This is an optimization exercise on Yosys and OpenROAD, whose aim is small area, not a production implementation.
Only simulation tests tie the RTL to the original design; equivalence was not proved.
The clock input has no modelled driver; a real chip could not lean on it and would need a root buffer or a full tree.
Power figures rest on the tool's default switching activity, not on a simulated workload.

==> flow/design.v <==
module led_segment(
    input clk,
    input rst,
    output digit_select,
    output reg [6:0] seg_led
    );
    reg [5:0] c;
    reg q0n, xs, q7n;
    wire x = ~xs;
    reg [6:2] qm;
    reg ds;
    wire cw = c[0] & ~c[1] & ~c[2] & ~c[3] & c[4];
    wire cfb = ~(c[4] ^ c[5]) ^ cw;
    always @(posedge clk or posedge rst) begin
        if (rst) c <= 6'd34;
        else c <= {c[4:0], cfb};
    end
    wire q0 = ~q0n;
    wire [7:2] qh = {~q7n, qm ^ 5'b00101};
    wire [8:2] k;
    wire k1 = cw & q0;
    assign k[2] = k1 & ~x;           
    genvar i;
    generate for (i = 2; i < 8; i = i + 1) begin : qc
        assign k[i+1] = k[i] & qh[i];
    end endgenerate
    wire step = k[8];
    wire tog = cw & q0n;             
    wire [7:2] qhn = (qh ^ k[7:2]) | {5'b0, step};
    always @(posedge clk or posedge rst) begin
        if (rst) begin
            q0n <= 1'b0;
            xs  <= 1'b1;
            qm  <= 5'b00101;
            q7n <= 1'b0;
            ds  <= 1'b0;
        end else begin
            q0n <= q0n ^ cw;
            xs  <= ~((x ^ tog) | step);
            qm  <= qhn[6:2] ^ 5'b00101;
            q7n <= ~qhn[7];
            ds  <= ds ^ tog;
        end
    end
    assign digit_select = ds;
    reg [2:0] uv, tv;
    reg t0;
    wire uvn0 = ((~uv[0] & ~uv[1]) | (uv[0] & uv[1]));
    wire uvn1 = ((~uv[2]));
    wire uvn2 = ((uv[0] & ~uv[2]));
    wire tvn0 = ((~tv[0] & ~tv[1]) | (tv[0] & tv[1]));
    wire tvn1 = ((~tv[2]));
    wire tvn2 = ((tv[0] & ~tv[2]));
    wire u9 = ((~uv[0] & uv[1]));
    wire e0 = step & ds;
    wire cu = e0 & u9;
    wire e1 = cu & t0;
    always @(posedge clk or posedge rst) begin
        if (rst) begin
            uv <= 3'd0;
            tv <= 3'd0;
            t0 <= 1'b0;
        end else begin
            if (e0) uv <= {uvn2, uvn1, uvn0};
            if (e1) tv <= {tvn2, tvn1, tvn0};
            t0 <= t0 ^ cu;
        end
    end
    wire [3:0] d = ds ? {tv, t0} : {uv, x};
    always @(*) seg_led = {((~d[0] & d[1]) | (d[2])), ((~d[0] & ~d[2]) | (d[3])), ~((d[0]) | (d[1] & d[3])), ~((~d[0] & d[1] & d[3]) | (d[0] & ~d[2])), ~((~d[0] & d[2] & ~d[3])), ((~d[0] & d[2]) | (d[0] & ~d[3]) | (~d[1])), ~((~d[0] & d[1] & d[3]) | (d[0] & ~d[1] & ~d[2]))};
endmodule
module seg_led_top(
    input  clk,
    input  rst,
    output digit_select,
    output [6:0] seg_led
    );
led_segment seg(
   .clk          (clk),
   .rst          (rst),
   .digit_select (digit_select),
   .seg_led      (seg_led)
);
endmodule
export LEC_CHECK = 0
export CAP_MARGIN = 20
export CORE_AREA = 4 4 64 64
export DIE_AREA = 0 0 68 68
export SLEW_MARGIN = 20
create_clock -name core_clock -period 40.0 [get_ports {clk}]
standard.sh (not shown) runs the stock make flow with config.mk's settings and CLKGATE_MAP_FILE= SYNTH_SCRIPT=/design/flow/synth_recipe.tcl, a recipe that flattens the netlist after the stock synthesis.
==> flow/flow/run.sh <==
#!/bin/bash
# Own layout flow: the standard ORFS flow (standard.sh), with these changes:
#  - synthesis runs the standard flow's own synthesis script (synth_recipe.tcl), but maps the
#    combinational logic with area-oriented ABC scripts (flow/abc/*.abc) in
#    place of ORFS's speed script; each script is tried (4 at a time, each in a
#    work folder of its own) and the smallest netlist is kept. Registers are
#    mapped before ABC runs, exactly as in the standard synthesis;
#  - the port buffers are the smallest buffer cell (buf_1);
#  - clock tree synthesis takes its arguments from flow/cts_args.txt, if present;
set -euo pipefail
W=$(pwd)
F=$W/flow
cat > $W/my_synth.tcl <<EOT
set ::my_abc_script \$::env(MY_ABC_SCRIPT)
proc my_fix_abc {n1 n2 op} {
  set i [lsearch -exact \$::abc_args -script]
  if { \$i >= 0 } { set ::abc_args [lreplace \$::abc_args [expr {\$i+1}] [expr {\$i+1}] \$::my_abc_script] }
}
trace add variable ::abc_args write my_fix_abc
source $W/synth_recipe.tcl
EOT
try_synth() {
  local s=$1 n=$(basename $1 .abc)
  MY_ABC_SCRIPT=$s bash standard.sh WORK_HOME=$W/try_$n SYNTH_SCRIPT=$W/my_synth.tcl ADDER_MAP_FILE= synth \
    > $W/synth_$n.log 2>&1 || true
}
running=0
for s in $F/abc/*.abc; do
  try_synth $s &
  running=$((running+1))
  if (( running >= 4 )); then wait -n || true; running=$((running-1)); fi
done
wait || true
best=""; bestarea=""
for s in $F/abc/*.abc; do
  n=$(basename $s .abc)
  st=$W/try_$n/reports/sky130hd/seg_led_top/base/synth_stat.txt
  [[ -f $W/try_$n/results/sky130hd/seg_led_top/base/1_synth.odb && -f $st ]] || continue
  a=$(awk '/Chip area for module/ {print $NF}' $st)
  echo "$n $a" >> $W/synth_areas.txt
  if [[ -z "$best" ]] || awk -v a=$a -v b=$bestarea 'BEGIN{exit !(a<b)}'; then best=$n; bestarea=$a; fi
done
echo "best $best $bestarea" >> $W/synth_areas.txt
rm -rf $W/orfs
mv $W/try_$best $W/orfs
for d in $W/try_*; do [[ -d $d ]] && rm -rf $d; done
EXTRA=()
if [[ -f $F/cts_args.txt ]]; then EXTRA+=("CTS_ARGS=$(cat $F/cts_args.txt)"); fi
if [[ -f $F/drop_root.tcl ]]; then EXTRA+=("POST_CTS_TCL=$F/drop_root.tcl"); fi
MY_ABC_SCRIPT=$F/abc/$best.abc bash standard.sh SYNTH_SCRIPT=$W/my_synth.tcl ADDER_MAP_FILE= \
  "BUFFER_PORTS_ARGS=-buffer_cell sky130_fd_sc_hd__buf_1" "${EXTRA[@]}" finish > $W/layout.log 2>&1
Other scripts of this flow, unchanged in this note and not shown: flow/flow/abc/dch_amap.abc, flow/flow/abc/dch_amap2.abc, flow/flow/abc/deepsyn_amap_1.abc, flow/flow/abc/deepsyn_amap_10.abc, flow/flow/abc/deepsyn_amap_11.abc, flow/flow/abc/deepsyn_amap_12.abc, flow/flow/abc/deepsyn_amap_2.abc, flow/flow/abc/deepsyn_amap_3.abc, flow/flow/abc/deepsyn_amap_4.abc, flow/flow/abc/deepsyn_amap_5.abc, flow/flow/abc/deepsyn_amap_6.abc, flow/flow/abc/deepsyn_amap_7.abc, flow/flow/abc/deepsyn_amap_8.abc, flow/flow/abc/deepsyn_amap_9.abc, flow/flow/abc/deepsyn_nf_1.abc, flow/flow/abc/deepsyn_nf_2.abc, flow/flow/cts_args.txt, flow/flow/drop_root.tcl
Change:
--- a/flow/design.v
+++ b/flow/design.v
@@ -6,6 +6,5 @@
     );
     reg [5:0] c;
-    reg q0n, xs, q7n;
-    wire x = ~xs;
+    reg q0n, x, q7n;
     reg [6:2] qm;
     reg ds;
@@ -31,5 +30,5 @@
         if (rst) begin
             q0n <= 1'b0;
-            xs  <= 1'b1;
+            x   <= 1'b0;
             qm  <= 5'b00101;
             q7n <= 1'b0;
@@ -37,5 +36,5 @@
         end else begin
             q0n <= q0n ^ cw;
-            xs  <= ~((x ^ tog) | step);
+            x   <= (x ^ tog) | step;
             qm  <= qhn[6:2] ^ 5'b00101;
             q7n <= ~qhn[7];
Final area is higher by 0.52%.
Total power hardly moves.
Synthesized cell count came out higher by 3.7%.
Clock-buffer cell count does not change.
Maximum frequency goes down by 0.48%.
Routed wire length went up by 2.6%.

## separate check: timing with driven ports
The results above use ideal ports. As a check the final layouts listed here were re-extracted and re-timed, cells and wires unchanged.
Step 1 sets driving cells, clkbuf_16 on the clock port and buf_2 on the other inputs (assumed; they add their load-dependent delay and slew).
Step 2 moves the port delays by t, midway between the first and last clock arrival at a register: inputs arrive t later, outputs are due t later. That takes back most of the time a late clock gives input paths.
Three values: ideal, step 1, step 2; two values: the first two.
run	shift t [ns]	slack for setup (ns)	worst hold slack (ns)	worst setup path after step 2	latest minus earliest clock arrival (ns)
the first run	0.189	30.200 / 30.176 / 30.365	0.393 / 0.393 / 0.393	register to output	0.013 / 0.013
the second run	0.191	30.153 / 30.127 / 30.318	0.382 / 0.382 / 0.382	register to output	0.014 / 0.014
After both steps setup and hold are still met in every run listed.
